Background: an optimization exercise with open tools, aiming at small area. Do not read the settings as production practice. In this exercise RTL edits were held to simulation tests only and were not proved equivalent to the original. No activity file was given, so power comes from the tool's default toggle rates.

== oak ==
// atomic_counters
module atomic_counters (
  input  wire            clk,
  input  wire            reset,
  input  wire            trig_i,
  input  wire            req_i,
  input  wire            atomic_i,
  input  wire[63:0]      init_i,
  output wire            ack_o,
  output wire[31:0]      count_o
);
	reg  [31:0] lo;        
	reg  [31:0] hi;        
	reg         cy;        
	reg         phase;     
	reg         sel_en;    
	reg         sel_hi;
	reg         ack;
	wire first = !sel_en && sel_hi;    
	assign ack_o   = ack;
	assign count_o = ({32{sel_en && !sel_hi}} & lo) |
	                 ({32{sel_en &&  sel_hi}} & hi);
	always_ff @(posedge clk) begin
		if (first) begin
			lo <= init_i[31:0];
			hi <= init_i[63:32];
			cy <= 1'b0;
		end else begin
			lo <= lo + {31'd0, trig_i};
			hi <= hi + {31'd0, cy};
			cy <= trig_i && (&lo);
		end
	end
	always_ff @(posedge clk or posedge reset) begin
		if (reset) begin
			ack    <= 1'b0;
			phase  <= 1'b0;
			sel_en <= 1'b0;
			sel_hi <= 1'b1;
		end else begin
			ack <= req_i;
			if (!phase) begin
				phase  <= req_i && atomic_i;
				sel_en <= req_i && atomic_i;
				sel_hi <= 1'b0;
			end else begin
				phase  <= 1'b0;
				sel_en <= req_i;
				sel_hi <= req_i && !atomic_i;
			end
		end
	end
endmodule
clock: 4.0 ns
lec_check: 0
cap_margin: 20
core_margin: 2
core_utilization: 40
slew_margin: 20
standard.sh (not shown) runs the stock make flow with config.mk's settings and CLKGATE_MAP_FILE= SYNTH_SCRIPT=/design/flow/synth_recipe.tcl, a recipe that flattens the netlist after the stock synthesis.
==> flow/flow/run.sh <==
#!/bin/bash
bash standard.sh "BUFFER_PORTS_ARGS=-buffer_cell sky130_fd_sc_hd__buf_1" "CTS_ARGS=-sink_clustering_enable -repair_clock_nets -dont_use_dummy_load -buf_list sky130_fd_sc_hd__clkbuf_16 -sink_clustering_size 70 -sink_clustering_max_diameter 500" finish > standard.log 2>&1
#### Input delta (pine over oak)
==> flow/flow/run.sh <==
#!/bin/bash
bash standard.sh "BUFFER_PORTS_ARGS=-buffer_cell sky130_fd_sc_hd__buf_1" "CTS_ARGS=-sink_clustering_enable -repair_clock_nets -dont_use_dummy_load -buf_list sky130_fd_sc_hd__clkbuf_8 -sink_clustering_size 35 -sink_clustering_max_diameter 500" finish > standard.log 2>&1
Results
Summary: worst path setup slack after routing, pine worse than oak
Measured against each other, oak and pine differ in post-route standard cell area excluding fillers, the lower figure coming from pine.
Endpoint arrival time on the critical path (lower): oak
pine completed every stage of the flow, and the final layout passed the timing, DRC and antenna checks.
Compared with oak, in pine routed via count barely changed, standby leakage power dropped 0.046 nW.
pine -> oak: total track usage flat
Status: wire length parity (pine, oak)
The met1 wire length number comes out lower for oak vs pine.
## Diff of input files: birch against pine
==> flow/run.sh (new file) <==
#!/bin/bash
# synth_recipe.tcl (not shown) runs the flow's synth.tcl, then flattens the netlist and writes it again
# the make line also repeats each setting of config.mk as NAME=value (left out here)
make -C /OpenROAD-flow-scripts/flow DESIGN_CONFIG=/design/flow/config.mk WORK_HOME=/design/flow/orfs CLKGATE_MAP_FILE= SYNTH_SCRIPT=/design/flow/synth_recipe.tcl finish
removed: flow/flow/run.sh
removed: flow/standard.sh
Findings:
The worst endpoint data arrival time of birch is higher than that of pine. The via count reported for birch is higher than the one for pine. The critical-path cell with the highest stage delay comes out sky130_fd_sc_hd__dfstp_2 in one run and sky130_fd_sc_hd__clkdlybuf4s50_1 in the other, namely in pine and birch respectively. Diff pine -> birch: setup slack of the critical path after layout saw a decrease; area added between synthesis and finish saw an increase; internal power saw an increase. Measured against each other, pine and birch differ in clock skew, the higher figure coming from pine.
> inputs changed (birch -> maple)
==> flow/flow/run.sh (new file) <==
#!/bin/bash
# Standard layout, but with the smallest buffer for the port buffers.
bash standard.sh "BUFFER_PORTS_ARGS=-buffer_cell sky130_fd_sc_hd__buf_1" finish > standard.log 2>&1
==> flow/standard.sh (new file) <==
#!/bin/bash
# synth_recipe.tcl (not shown) runs the flow's synth.tcl, then flattens the netlist and writes it again
# the make line also repeats each setting of config.mk as NAME=value (left out here)
make -C /OpenROAD-flow-scripts/flow DESIGN_CONFIG=/design/flow/config.mk WORK_HOME=/design/flow/orfs CLKGATE_MAP_FILE= SYNTH_SCRIPT=/design/flow/synth_recipe.tcl "${@:-finish}"
removed: flow/run.sh
Notes after the runs:
maple: done, clean on timing, DRC and antenna
Setup WNS birch -> maple: better
Sequential cell count of the final layout came out exactly the same in maple and birch.
The power after layout reported for maple is smaller than that of birch by 1.4%.
Cmp maple and birch / logic gate share of total power / lower: maple
What cedar does differently from maple at the input level:
# maple
export LEC_CHECK = 0
export CAP_MARGIN = 20
export CORE_MARGIN = 2
export CORE_UTILIZATION = 40
export SLEW_MARGIN = 20
create_clock -name core_clock -period 4.0 [get_ports {clk}]
# cedar
export LEC_CHECK = 0
export CAP_MARGIN = 20
export CORE_MARGIN = 2
export CORE_UTILIZATION = 40
export CTS_BUF_LIST = sky130_fd_sc_hd__clkbuf_4
export SLEW_MARGIN = 20
create_clock -name core_clock -period 4.0 [get_ports {clk}]
Results
- cedar | status: complete | timing, DRC, antenna: pass
- NOTE: critical path's largest stage delay in cedar exceeds that of maple
- cedar vs maple: clock group share of total power down in cedar
- When the final numbers for cedar and maple were put side by side, the worst setup slack turned out to be smaller in cedar.
- Re count of clock-buffer cells in the layout: cedar is 1 down on maple.

## re-timing with driven ports
How much do the figures lean on ideal ports? The routed layouts below were timed once more, with nothing changed but the port constraints. Step 1 (the two cells are an assumption about what drives the block):
set clk [get_ports {clk}]
set_driving_cell -lib_cell sky130_fd_sc_hd__clkbuf_16 $clk
set_driving_cell -lib_cell sky130_fd_sc_hd__buf_2 [delete_from_list [all_inputs] $clk]
Step 2 moves the port delays by t, midway between the first and last clock arrival at a register: inputs arrive t later, outputs are due t later. That takes back most of the time a late clock gives input paths. Three values: no drivers, after step 1, after step 2; two values: the first two.
run	shift t [ns]	slack for setup (ns)	worst register clock-pin slew, ns
oak	0.354	1.139 / 1.103 / 1.432	0.06 / 0.06
pine	0.365	1.106 / 1.075 / 1.440	0.08 / 0.08
birch	0.369	0.994 / 0.960 / 1.073	0.08 / 0.08
maple	0.373	1.102 / 1.071 / 1.443	0.08 / 0.08
cedar	0.419	1.029 / 1.000 / 1.420	0.12 / 0.12
After both steps every run listed still meets setup and hold.
